Source: an optimization exercise on an open RTL-to-GDS flow (aim: small area). Production flows keep margins and buffers that such runs may drop.
Function not checked in this run: the RTL went through the layout flow alone.
Power and IR drop assume default switching activity.

==> flow/design.v <==
module controller (clk, reset, b0, b1, tc_sec, tc_min, en_sec, en_min, en_hour, 
state,stop_enable_sec,stop_enable_min,stopwatch_tc,stopwatch,add_hour,add_min);
	input clk, reset, b0, b1, tc_sec, tc_min,stopwatch_tc;
	output en_sec, en_min, en_hour,stop_enable_sec,stop_enable_min,stopwatch,add_hour,add_min;
	output [5:0] state;
	reg [5:0] state;
	integer a;
	parameter s0 = 1, s10 = 4, s11 = 6, s12 = 5, s20 = 8, s21 = 10, s22 = 9, s30 = 16, s31 = 18, s32 = 17;
	always @(posedge clk or posedge reset) begin
		if (reset) begin
			state <= s0;
			a <= 0;
		end
		else begin
			if(a == 400) begin
				a <= 0;
				case (state)
					s0: if(!b0) state <= s10; 		 
						else if(!b1) state <= s30;
					s10: if(!b0) state <=s0; 		 
						else if(!b1) state <= s11;
					s11: if(!b1) state <= s12;		 
					s12: if(!b1) state <= s10;		 
					s30: if(!b0) state <= s31;		 
						else if(!b1) state <= s0;
					s31: if(!b0) state <= s32;		 
					s32: if(!b0) state <= s30;		 
						else if(!b1) state <= s0;
				default : state <= s0;
			endcase
			end
			else
				a <= a + 1;
		end
	end 
	assign en_sec = ((state == 4) | (state == 6) | (state == 5)) ? 0 : 1;
	assign en_min = (state == 5) ? 0 : tc_sec;
	assign en_hour = (state == 6) ? 0: tc_min;
	assign add_hour = ((state==6)&(!b0))? 1:0;
	assign add_min = ((state==5)&(!b0))? 1:0;
	assign stopwatch = ((state==16)|(state==17)|(state==18)) ? 1: 0;
	assign stop_enable_sec = ((state==18)& (state!=17)) ? 1 : 0;
	assign stop_enable_min = stopwatch_tc;
endmodule
module count_display_sec(clk, reset, set_outside, set_inside, enable, display, display10, tc, stop_enable_sec, stopwatch_tc,stopwatch);
	parameter N=60, M=6;
	input clk, reset, enable, set_outside, set_inside,stop_enable_sec,stopwatch;
	output [6:0] display, display10;
	output tc,stopwatch_tc;
	reg [M-1:0] bcd,stop_bcd;
	reg [6:0] display, display10;
	integer a,sr, sr10,stop_a,stop_sr,stop_sr10,check,check_return;
	assign tc = (bcd == N-1) & enable;
	assign stopwatch_tc = (stop_bcd == N-1) & stop_enable_sec;
	reg [M-1:0] bcd_v, stop_bcd_v;
	reg [6:0] display_v, display10_v;
	integer a_v, sr_v, sr10_v, stop_a_v, stop_sr_v, stop_sr10_v, check_v, check_return_v;
	always @(posedge clk or posedge reset) begin
		if (reset) begin
			bcd <= 0;
			stop_bcd <= 0;
			a <= 0;
			sr <= 0;
			sr10 <= 0;
			stop_a <= 0;
			stop_sr <= 0;
			stop_sr10 <= 0;
			check <= 0;
			check_return <= 0;
			display <= 7'b000_0001;
			display10 <= 7'b000_0001;
		end
		else begin
			bcd_v = bcd;
			stop_bcd_v = stop_bcd;
			display_v = display;
			display10_v = display10;
			a_v = a;
			sr_v = sr;
			sr10_v = sr10;
			stop_a_v = stop_a;
			stop_sr_v = stop_sr;
			stop_sr10_v = stop_sr10;
			check_v = check;
			check_return_v = check_return;
			if(stopwatch & (check_v==0) &(check_return_v==0))begin
					display_v = 7'b000_0001;
					display10_v = 7'b000_0001;
					check_v=1;
			end
			else if(stopwatch & (check_v==0)&(check_return_v==1))begin
				case (stop_sr_v)
							0:display_v = 7'b000_0001;
							1:display_v = 7'b100_1111;
							2:display_v = 7'b001_0010;
							3:display_v = 7'b000_0110;
							4:display_v = 7'b100_1100;
							5:display_v=  7'b010_0100;
							6:display_v = 7'b010_0000;
							7:display_v = 7'b000_1111;
							8:display_v = 7'b000_0000;
							9:display_v = 7'b000_0100;
							default: display_v = 7'b100_1111;
						endcase
						case (stop_sr10_v)
							0:display10_v = 7'b000_0001;
							1:display10_v = 7'b100_1111;
							2:display10_v = 7'b001_0010;
							3:display10_v = 7'b000_0110;
							4:display10_v = 7'b100_1100;
							5:display10_v = 7'b010_0100;
							default: display10_v = 7'b100_1111;
						endcase
					check_v=1;
			end
			else if((check_v==1) & !stopwatch & !enable)begin
				display_v = 7'b000_0001;
				display10_v = 7'b000_0001;
				check_v=0;
			end
			else if(enable) begin
				if(a_v == 999) begin
					a_v=0;
					if(bcd_v == N-1) begin bcd_v = 0; sr10_v = 0; sr_v = 0; end
					else begin 
						bcd_v = bcd_v + 1;
						if(bcd_v <10) begin sr10_v = 0; sr_v = bcd_v; end
						else if(bcd_v <20) begin sr10_v = 1; sr_v = bcd_v-10; end
						else if(bcd_v <30) begin sr10_v = 2; sr_v = bcd_v-20; end
						else if(bcd_v <40) begin sr10_v = 3; sr_v = bcd_v-30; end
						else if(bcd_v <50) begin sr10_v = 4; sr_v = bcd_v-40; end
						else begin sr10_v = 5; sr_v = bcd_v-50; end
					end
					if(!stopwatch) begin
						case (sr_v)
							0:display_v = 7'b000_0001;
							1:display_v = 7'b100_1111;
							2:display_v = 7'b001_0010;
							3:display_v = 7'b000_0110;
							4:display_v = 7'b100_1100;
							5:display_v=  7'b010_0100;
							6:display_v = 7'b010_0000;
							7:display_v = 7'b000_1111;
							8:display_v = 7'b000_0000;
							9:display_v = 7'b000_0100;
							default: display_v = 7'b100_1111;
						endcase
						case (sr10_v)
							0:display10_v = 7'b000_0001;
							1:display10_v = 7'b100_1111;
							2:display10_v = 7'b001_0010;
							3:display10_v = 7'b000_0110;
							4:display10_v = 7'b100_1100;
							5:display10_v = 7'b010_0100;
							default: display10_v = 7'b100_1111;
						endcase
					end 
				end
				else begin
					a_v= a_v+1;
				end
				if(stop_enable_sec) begin	 
					check_return_v=1;
					if(stop_a_v == 9) begin
						stop_a_v=0;
						if(stop_bcd_v == N-1) begin stop_bcd_v = 0; stop_sr10_v = 0; stop_sr_v = 0; end
						else begin 
							stop_bcd_v = stop_bcd_v + 1;
							if(stop_bcd_v <10) begin stop_sr10_v = 0; stop_sr_v = stop_bcd_v; end
							else if(stop_bcd_v <20) begin stop_sr10_v = 1; stop_sr_v = stop_bcd_v-10; end
							else if(stop_bcd_v <30) begin stop_sr10_v = 2; stop_sr_v = stop_bcd_v-20; end
							else if(stop_bcd_v <40) begin stop_sr10_v = 3; stop_sr_v = stop_bcd_v-30; end
							else if(stop_bcd_v <50) begin stop_sr10_v = 4; stop_sr_v = stop_bcd_v-40; end
							else begin stop_sr10_v = 5; stop_sr_v = stop_bcd_v-50; end
						end
						case (stop_sr_v)
							0:display_v = 7'b000_0001;
							1:display_v = 7'b100_1111;
							2:display_v = 7'b001_0010;
							3:display_v = 7'b000_0110;
							4:display_v = 7'b100_1100;
							5:display_v=  7'b010_0100;
							6:display_v = 7'b010_0000;
							7:display_v = 7'b000_1111;
							8:display_v = 7'b000_0000;
							9:display_v = 7'b000_0100;
							default: display_v = 7'b100_1111;
						endcase
						case (stop_sr10_v)
							0:display10_v = 7'b000_0001;
							1:display10_v = 7'b100_1111;
							2:display10_v = 7'b001_0010;
							3:display10_v = 7'b000_0110;
							4:display10_v = 7'b100_1100;
							5:display10_v = 7'b010_0100;
							default: display10_v = 7'b100_1111;
						endcase
					end else stop_a_v =stop_a_v + 1;	
				end
			end
			bcd <= bcd_v;
			stop_bcd <= stop_bcd_v;
			display <= display_v;
			display10 <= display10_v;
			a <= a_v;
			sr <= sr_v;
			sr10 <= sr10_v;
			stop_a <= stop_a_v;
			stop_sr <= stop_sr_v;
			stop_sr10 <= stop_sr10_v;
			check <= check_v;
			check_return <= check_return_v;
		end
	end
endmodule
module count_display_min (clk, reset, enable ,display, display10, tc,stop_enable_sec,stop_enable_min,stopwatch,add_min);
	parameter N=60, M=6;
	input clk, reset, enable;
	input stop_enable_min,stop_enable_sec,stopwatch,add_min;
	output [6:0] display, display10;
	output tc;
	reg [M-1:0] bcd,stop_bcd;
	reg [6:0] display, display10;
	integer a,mr, mr10, stop_a,stop_mr,stop_mr10,check,check_return;
	assign tc = (bcd == N-1) & enable;
	reg [M-1:0] bcd_v, stop_bcd_v;
	reg [6:0] display_v, display10_v;
	integer a_v, mr_v, mr10_v, stop_a_v, stop_mr_v, stop_mr10_v, check_v, check_return_v;
	always @(posedge clk or posedge reset) begin
		if (reset) begin
			bcd <= 0;
			stop_bcd <= 0;
			a <= 0;
			mr <= 0;
			mr10 <= 0;
			stop_a <= 0;
			stop_mr <= 0;
			stop_mr10 <= 0;
			check <= 0;
			check_return <= 0;
			display <= 7'b000_0001;
			display10 <= 7'b000_0001;
		end
		else begin
			bcd_v = bcd;
			stop_bcd_v = stop_bcd;
			display_v = display;
			display10_v = display10;
			a_v = a;
			mr_v = mr;
			mr10_v = mr10;
			stop_a_v = stop_a;
			stop_mr_v = stop_mr;
			stop_mr10_v = stop_mr10;
			check_v = check;
			check_return_v = check_return;
			if(add_min) begin 
			if(a_v == 999) begin
				a_v=0;
				if(bcd_v == N-1) begin bcd_v = 0; mr10_v = 0; mr_v = 0; end
				else begin 
					bcd_v = bcd_v + 1;
					if(bcd_v <10) begin mr10_v = 0; mr_v = bcd_v; end
					else if(bcd_v <20) begin mr10_v = 1; mr_v = bcd_v-10; end
					else if(bcd_v <30) begin mr10_v = 2; mr_v = bcd_v-20; end
					else if(bcd_v <40) begin mr10_v = 3; mr_v = bcd_v-30; end
					else if(bcd_v <50) begin mr10_v = 4; mr_v = bcd_v-40; end
					else begin mr10_v = 5; mr_v = bcd_v-50; end
				end
				check_v=0;
				case (mr_v)
					0:display_v = 7'b000_0001;
					1:display_v = 7'b100_1111;
					2:display_v = 7'b001_0010;
					3:display_v = 7'b000_0110;
					4:display_v = 7'b100_1100;
					5:display_v=  7'b010_0100;
					6:display_v = 7'b010_0000;
					7:display_v = 7'b000_1111;
					8:display_v = 7'b000_0000;
					9:display_v = 7'b000_0100;
					default: display_v = 7'b100_1111;
				endcase
				case (mr10_v)
					0:display10_v = 7'b000_0001;
					1:display10_v = 7'b100_1111;
					2:display10_v = 7'b001_0010;
					3:display10_v = 7'b000_0110;
					4:display10_v = 7'b100_1100;
					5:display10_v = 7'b010_0100;
					default: display10_v = 7'b100_1111;
				endcase
			end
			else begin
				a_v= a_v+1;
			end
			end
			else if(stopwatch & (check_v==0) & (check_return_v==0))begin
					display_v = 7'b000_0001;
					display10_v = 7'b000_0001;
					check_v=1;
			end
			else if(stopwatch & (check_v==0)&(check_return_v==1))begin
				case (stop_mr_v)
							0:display_v = 7'b000_0001;
							1:display_v = 7'b100_1111;
							2:display_v = 7'b001_0010;
							3:display_v = 7'b000_0110;
							4:display_v = 7'b100_1100;
							5:display_v=  7'b010_0100;
							6:display_v = 7'b010_0000;
							7:display_v = 7'b000_1111;
							8:display_v = 7'b000_0000;
							9:display_v = 7'b000_0100;
							default: display_v = 7'b100_1111;
						endcase
						case (stop_mr10_v)
							0:display10_v = 7'b000_0001;
							1:display10_v = 7'b100_1111;
							2:display10_v = 7'b001_0010;
							3:display10_v = 7'b000_0110;
							4:display10_v = 7'b100_1100;
							5:display10_v = 7'b010_0100;
							default: display10_v = 7'b100_1111;
						endcase
					check_v=1;
			end
			else if((check_v==1) & !stopwatch & !enable)begin
					display_v = 7'b000_0001;
					display10_v = 7'b000_0001;
					check_v=0;
			end
			else if(enable | stop_enable_min) begin
				if(enable) begin
					if(a_v == 999) begin
						a_v=0;
						if(bcd_v == N-1) begin bcd_v = 0; mr10_v = 0; mr_v = 0; end
						else begin 
							bcd_v = bcd_v + 1;
							if(bcd_v <10) begin mr10_v = 0; mr_v = bcd_v; end
							else if(bcd_v <20) begin mr10_v = 1; mr_v = bcd_v-10; end
							else if(bcd_v <30) begin mr10_v = 2; mr_v = bcd_v-20; end
							else if(bcd_v <40) begin mr10_v = 3; mr_v = bcd_v-30; end
							else if(bcd_v <50) begin mr10_v = 4; mr_v = bcd_v-40; end
							else begin mr10_v = 5; mr_v = bcd_v-50; end
						end
						if(!stopwatch) begin
							check_v=0;
							case (mr_v)
								0:display_v = 7'b000_0001;
								1:display_v = 7'b100_1111;
								2:display_v = 7'b001_0010;
								3:display_v = 7'b000_0110;
								4:display_v = 7'b100_1100;
								5:display_v=  7'b010_0100;
								6:display_v = 7'b010_0000;
								7:display_v = 7'b000_1111;
								8:display_v = 7'b000_0000;
								9:display_v = 7'b000_0100;
								default: display_v = 7'b100_1111;
							endcase
							case (mr10_v)
								0:display10_v = 7'b000_0001;
								1:display10_v = 7'b100_1111;
								2:display10_v = 7'b001_0010;
								3:display10_v = 7'b000_0110;
								4:display10_v = 7'b100_1100;
								5:display10_v = 7'b010_0100;
								default: display10_v = 7'b100_1111;
							endcase
						end 
					end
					else begin
						a_v= a_v+1;
					end
				end 
				if(stop_enable_min) begin	 
					check_return_v=1;
					if(stop_a_v == 9) begin
						stop_a_v=0;
						if(stop_bcd_v == N-1) begin stop_bcd_v = 0; stop_mr10_v = 0; stop_mr_v = 0; end
						else begin 
							stop_bcd_v = stop_bcd_v + 1;
							if(stop_bcd_v <10) begin stop_mr10_v = 0; stop_mr_v = stop_bcd_v; end
							else if(stop_bcd_v <20) begin stop_mr10_v = 1; stop_mr_v = stop_bcd_v-10; end
							else if(stop_bcd_v <30) begin stop_mr10_v = 2; stop_mr_v = stop_bcd_v-20; end
							else if(stop_bcd_v <40) begin stop_mr10_v = 3; stop_mr_v = stop_bcd_v-30; end
							else if(stop_bcd_v <50) begin stop_mr10_v = 4; stop_mr_v = stop_bcd_v-40; end
							else begin stop_mr10_v = 5; stop_mr_v = stop_bcd_v-50; end
						end
						case (stop_mr_v)
							0:display_v = 7'b000_0001;
							1:display_v = 7'b100_1111;
							2:display_v = 7'b001_0010;
							3:display_v = 7'b000_0110;
							4:display_v = 7'b100_1100;
							5:display_v=  7'b010_0100;
							6:display_v = 7'b010_0000;
							7:display_v = 7'b000_1111;
							8:display_v = 7'b000_0000;
							9:display_v = 7'b000_0100;
							default: display_v = 7'b100_1111;
						endcase
						case (stop_mr10_v)
							0:display10_v = 7'b000_0001;
							1:display10_v = 7'b100_1111;
							2:display10_v = 7'b001_0010;
							3:display10_v = 7'b000_0110;
							4:display10_v = 7'b100_1100;
							5:display10_v = 7'b010_0100;
							default: display10_v = 7'b100_1111;
						endcase
					end else stop_a_v =stop_a_v + 1;	
				end
			end 
			bcd <= bcd_v;
			stop_bcd <= stop_bcd_v;
			display <= display_v;
			display10 <= display10_v;
			a <= a_v;
			mr <= mr_v;
			mr10 <= mr10_v;
			stop_a <= stop_a_v;
			stop_mr <= stop_mr_v;
			stop_mr10 <= stop_mr10_v;
			check <= check_v;
			check_return <= check_return_v;
		end
	end
endmodule
module count_display_hour (clk, reset, enable, display, display10,stop_enable_sec,stopwatch,add_hour);
	parameter N=24, M=5;
	input clk, reset, enable,stop_enable_sec,add_hour,stopwatch;
	output [6:0] display, display10;
	reg [M-1:0] bcd;
	reg [6:0] display, display10;
	integer a,hr,hr10,check;
	reg [M-1:0] bcd_v;
	reg [6:0] display_v, display10_v;
	integer a_v, hr_v, hr10_v, check_v;
	always @(posedge clk or posedge reset) begin
		if (reset) begin
			bcd <= 0;
			a <= 0;
			hr <= 0;
			hr10 <= 0;
			check <= 0;
			display <= 7'b000_0001;
			display10 <= 7'b000_0001;
		end
		else begin
			bcd_v = bcd;
			display_v = display;
			display10_v = display10;
			a_v = a;
			hr_v = hr;
			hr10_v = hr10;
			check_v = check;
			if(stopwatch & (check_v==0))begin
					display_v = 7'b000_0001;
					display10_v = 7'b000_0001;
					check_v=1;
			end
			else if(add_hour) begin 
			if(a_v == 999) begin
					a_v=0;
					if(bcd_v == N-1) begin bcd_v = 0; hr10_v = 0; hr_v = 0; end
					else begin 
						bcd_v = bcd_v + 1;
						if(bcd_v < 10) begin hr10_v = 0; hr_v = bcd_v; end
						else if(bcd_v < 20) begin hr10_v = 1; hr_v = bcd_v - 10; end
						else begin hr10_v = 2; hr_v = bcd_v - 20; end
					end
					if(!stop_enable_sec)begin
						case (hr_v)
							0:display_v = 7'b000_0001;
							1:display_v = 7'b100_1111;
							2:display_v = 7'b001_0010;
							3:display_v = 7'b000_0110;
							4:display_v = 7'b100_1100;
							5:display_v=  7'b010_0100;
							6:display_v = 7'b010_0000;
							7:display_v = 7'b000_1111;
							8:display_v = 7'b000_0000;
							9:display_v = 7'b000_0100;
							default: display_v = 7'b100_1111;
						endcase
						case (hr10_v)
							0:display10_v = 7'b000_0001;
							1:display10_v = 7'b100_1111;
							2:display10_v = 7'b001_0010;
							default: display10_v = 7'b100_1111;
						endcase
					end
				end
				else
					a_v = a_v + 1;
			end
			else if(enable) begin
				if(a_v == 999) begin
					a_v=0;
					if(bcd_v == N-1) begin bcd_v = 0; hr10_v = 0; hr_v = 0; end
					else begin 
						bcd_v = bcd_v + 1;
						if(bcd_v < 10) begin hr10_v = 0; hr_v = bcd_v; end
						else if(bcd_v < 20) begin hr10_v = 1; hr_v = bcd_v - 10; end
						else begin hr10_v = 2; hr_v = bcd_v - 20; end
					end
					if(!stop_enable_sec)begin
						case (hr_v)
							0:display_v = 7'b000_0001;
							1:display_v = 7'b100_1111;
							2:display_v = 7'b001_0010;
							3:display_v = 7'b000_0110;
							4:display_v = 7'b100_1100;
							5:display_v=  7'b010_0100;
							6:display_v = 7'b010_0000;
							7:display_v = 7'b000_1111;
							8:display_v = 7'b000_0000;
							9:display_v = 7'b000_0100;
							default: display_v = 7'b100_1111;
						endcase
						case (hr10_v)
							0:display10_v = 7'b000_0001;
							1:display10_v = 7'b100_1111;
							2:display10_v = 7'b001_0010;
							default: display10_v = 7'b100_1111;
						endcase
					end
				end
				else
					a_v = a_v + 1;
				if(stop_enable_sec)begin display_v =7'b000_0001; display10_v = 7'b000_0001;end
			end
			bcd <= bcd_v;
			display <= display_v;
			display10 <= display10_v;
			a <= a_v;
			hr <= hr_v;
			hr10 <= hr10_v;
			check <= check_v;
		end
	end
endmodule
module watch_project (clk, reset, set_outside, set_inside, display_sec, display_sec10, display_min, display_min10, display_hour, display_hour10, state );
	input clk, reset, set_outside, set_inside;
	output [6:0] display_sec, display_sec10, display_min, display_min10, display_hour, display_hour10;
	output [5:0] state;
	wire en_sec, en_sec10, en_min, en_min10, en_hour, en_hour10,stop_enable_sec,stopwatch_tc,stopwatch,add_hour,add_min;
	wire tc_sec, tc_min, stop_enable_min;
	count_display_sec #(60,6) u1 (clk, reset, set_outside, set_inside, en_sec, display_sec, display_sec10, tc_sec,stop_enable_sec, stopwatch_tc,stopwatch);
	count_display_min #(60,6) u2 (clk, reset, en_min, display_min, display_min10, tc_min,stop_enable_sec,stopwatch_tc,stopwatch,add_min);
	count_display_hour #(24,5) u3 (clk, reset, en_hour, display_hour, display_hour10,stop_enable_sec,stopwatch,add_hour);
	controller u6 (clk, reset, set_outside, set_inside, tc_sec, tc_min, en_sec, en_min, 
	en_hour, state, stop_enable_sec,stop_enable_min,stopwatch_tc,stopwatch,add_hour,add_min);
endmodule
==> flow/run.sh <==
#!/bin/bash
# synth_recipe.tcl (not shown) runs the flow's synth.tcl, then flattens the netlist and writes it again
# the make line also repeats each setting of config.mk as NAME=value (left out here)
make -C /OpenROAD-flow-scripts/flow DESIGN_CONFIG=/design/flow/config.mk WORK_HOME=/design/flow/orfs CLKGATE_MAP_FILE= SYNTH_SCRIPT=/design/flow/synth_recipe.tcl finish
==> flow/config.mk <==
export PLATFORM = sky130hd
export DESIGN_NAME = watch_project
export DESIGN_NICKNAME = watch_project
export VERILOG_FILES = /design/flow/design.v
export SDC_FILE = /design/flow/constraint.sdc
export NUM_CORES = 4
export LEC_CHECK = 0
export CAP_MARGIN = 20
export CORE_MARGIN = 2
export CORE_UTILIZATION = 40
export SLEW_MARGIN = 20
==> flow/constraint.sdc <==
create_clock -name core_clock -period 20.0 [get_ports {clk}]
set_input_delay 4.0000 -clock core_clock [delete_from_list [all_inputs] [get_ports {clk}]]
set_output_delay 4.0000 -clock core_clock [all_outputs]
set_load 0.01 [all_outputs]
==> notes.md <==
## sequential cells by signal, indices dropped and copies added (netlist names), 4 cells and up
name	count
u1.stop_a	32
u2.a	32
u2.stop_bcd	5
u2.display10	7
u3.display10	4
u3.bcd	5
u2.bcd	6
u1.stop_bcd	6
u3.display	7
u1.stop_sr	6
u2.stop_a	32
u6.a	32
u1.a	32
u1.display10	7
u6.state	6
u1.display	7
u2.display	7
u3.a	32
u2.stop_mr	7
u1.bcd	6
## worst max-delay path by stage
stage               cells past startpoint  slack (ns)       endpoint   startpoint
global route                           10       13.14       u3.a[31]  set_outside
CTS                                    10       13.44  u2.display[1]  set_outside
detailed placement                     10       12.87  u2.display[1]  set_outside
finish                                 10       13.33  u2.display[1]  set_outside
floorplan                               1        8.03        u1.a[0]        reset
global placement                       10       12.94       u3.a[28]  set_outside
## where the power goes
| part | leakage (nW) | switching [mW] | total [mW] | internal, mW |
|---|---|---|---|---|
| sequential | 3.98 | 0.00650 | 0.596 | 0.590 |
| combinational | 4.51 | 0.0174 | 0.0238 | 0.00639 |
| clock | 0.628 | 0.261 | 0.702 | 0.441 |
| total | 9.12 | 0.285 | 1.32 | 1.04 |
## stage by stage
step           hold WS, ns  cell area [um2]   util  worst slack (ns)
2_1_floorplan        0.443            18600      -              8.03
3_3_place_gp         0.459            19600  0.424             12.94
3_5_place_dp         0.459            19600  0.424             12.87
4_1_cts              0.470            20900  0.452             13.44
5_1_grt              0.486            20900  0.452             13.14
6_report             0.467            20900  0.452             13.33
## layout make-up
| cell class | count | area, um2 | area share |
|---|---|---|---|
| flip-flops and latches | 289 | 7240 | 0.346 |
| inverters | 92 | 353 | 0.0169 |
| clock buffers | 55 | 1090 | 0.0520 |
| well taps | 607 | 759 | 0.0363 |
| repair buffers | 54 | 534 | 0.0256 |
| clock inverters | 13 | 196 | 0.00940 |
| multi-input cells | 1662 | 10700 | 0.513 |
## metal layers
metal | GRT usage | wire length (um)
met1 | 0.266 | 21400
met2 | 0.316 | 21200
met3 | 0.0320 | 2470
met4 | 0.0635 | 1100
met5 | 0 | 0
## synthesized netlist by cell type (all sizes together), types with 9 or more instances
cell type,instances
nand2b,17
a31oi,21
or3,27
a21o,15
xnor2,151
and3,57
nand4,59
nor2,154
dfrtp,282
and2,18
o21ai,134
mux2,9
and4,19
nand2,267
o211ai,15
a22o,10
inv,91
xor2,64
nor3,52
nor2b,23
a211oi,16
buf,15
a21oi,89
mux2i,15
o31ai,19
a221oi,9
clkbuf,52
o2111ai,11
o22ai,21
nor4,50
ha,93
nand3,104
## cell families after synthesis
group	count (synthesis)	share of synthesized area
AND/OR/NAND/NOR	888	0.243
AO/OA/AOI/OAI	439	0.153
flip-flops	289	0.389
XOR/XNOR	216	0.104
buffers and inverters	159	0.0338
adder cells (fa/ha/maj)	94	0.0631
multiplexers	24	0.0135
other	1	0.000202
## worst max-delay path: cells and delay by family
family | cells | cell delay, ns
AO/OA/AOI/OAI | 3 | 0.98
AND/OR/NAND/NOR | 6 | 1.47
buffers and inverters | 1 | 0.65
==> summary.txt <==
Status: complete, no violations
Leakage: 9.12 nW
CP required: 20.43 ns
Critical-path cell list: clkdlybuf4s50_1 -> nor2_1 -> nand3_1 -> nor2_2 -> a21oi_2 -> nor2_1 -> nand2_1 -> a2111oi_0 -> or3_1 -> a221o_1
Max-Cap Viols: 0
Sink Count: 289
Average cell area after synthesis: 8.81 um2
Final antenna-violating net count: 0
Setup violators final: 0
Final net count: 2233
Synthesized area: 18600 um2
Num rows: 79
Total negative setup slack: 0 ns
HP Start: u1.stop_a[31]
Die height: 220 um
Most frequent cells in the layout: dfrtp_1, nand2_1, nor2_1, xnor2_1, o21ai_0
Max-slew violation count: 0
Final period util: 0.333
Yosys top cell area share: 0.379
Reg2reg start: u2.stop_mr[0]
N_diodes: 0
Slowest stage cell, crit path: clkdlybuf4s50_1
H-tree Lvls: 2
Longest Clk Path Bufs: 3
Largest area contributor in the netlist: dfrtp_1
Setup CP Type: input port to register
Top cells by area, synth: dfrtp_1, xnor2_1, ha_1
Reg2reg end: u2.display[1]
Ratio of cells with drive above 1 in the final layout: 0.0527
Fin cells: 2772
Core Area: 46300 um2
P&R area growth vs syn: 12.4%
Post-CTS Setup Bufs: 0
Post-synthesis sequential area ratio: 0.389
Wire per inst: 16.6 um
Fillers: 4525
Netlist cell types: 97
Routed vias/inst: 5.68
First-pass GRT wire length: 77.5 mm
DP HPWL: 33.2 mm
Placed Cells: 2704
Gpl congestion: 0.896
EDFF count, synth: 0
Hold Crit Depth: 1
Syn Inst Count: 2110
Arrival @ worst endpoint: 7.10 ns
Clk_skew: 0.0211 ns
CTS root buf: clkbuf_16
Initial DRC Count: 985
Post-CTS Hold Buffers: 0
Starting density of the core: 0.402
1st-pass router iterations: 5
Via count: 15700
F_max: 150 MHz
Setup crit start kind: input port
WHS Endpoint: u1.stop_a[31]
VDD IR-drop max: 0.0538 mV
IO Port Bufs: 50
Total CTS buffers: 37
FFs w/ async S/R, synth: 1.00
Post-route DRC: 0
Worst Hold Class: register to register
CP most frequent cell: nor2_1
Final Hold Viols: 0
Main synth FF type: dfrtp_1
Slowest stage delay, CP: 0.65 ns
WL final: 46.1 mm
Remaining Overflow, GRT: 0
R2R cell count: 15
Setup slack, reg-to-reg: 14.86 ns
RSZ-0062 raised after global routing: false
Clk Latency, worst-skew pair: 0.55 ns
Yosys warns: 4
Commonest non-fill, non-tap cell in the layout: dfrtp_1
Relative max-transition margin: 0.287
Vias in the first global route: 15300
Power density over cell area: 63.3 nW/um2
CP endpoint kind: register
Largest net degree at the start of global routing: 138
Worst Path Max Fanout: 18
Final Total Pwr: 1.32 mW
Worst Tran Pin Value: 1.07 ns
Die area: 48200 um2
Post_cts resized: 0
Clk pin slew, worst setup/hold paths: 0.06 ns
CTS tree: yes
Global Route Usage Sum: 0.195
Syn Nets: 2207
Register bit total from synthesis: 289
Die Width: 220 um
Initial antenna violation count: 0
Period minus WS final: 6.67 ns
Boundary pin count: 52

[separate check: timing with driven ports]
No port has a modelled driver above. Below, the same layout with a new extraction and two added sets of constraints.
Step 1, drivers: a clkbuf_16 drives clk and a buf_2 each remaining input, both assumed.
Step 2 also shifts input and output timing later by t, the mid clock arrival at the registers, as if the neighbouring blocks saw the same clock.
Slacks: ideal ports / drivers / drivers and shift; pairs: ideal ports / drivers.
t, ns: 0.593
slack for setup (ns): 13.330 / 13.330 / 12.737
latest minus earliest clock arrival (ns): 0.021 / 0.021
pins driven straight from the clock port: 1
After both steps setup and hold are still met in this run. For this run, drivers alone change the setup slack by 0.000 ns; drivers and shift together by -0.593 ns.
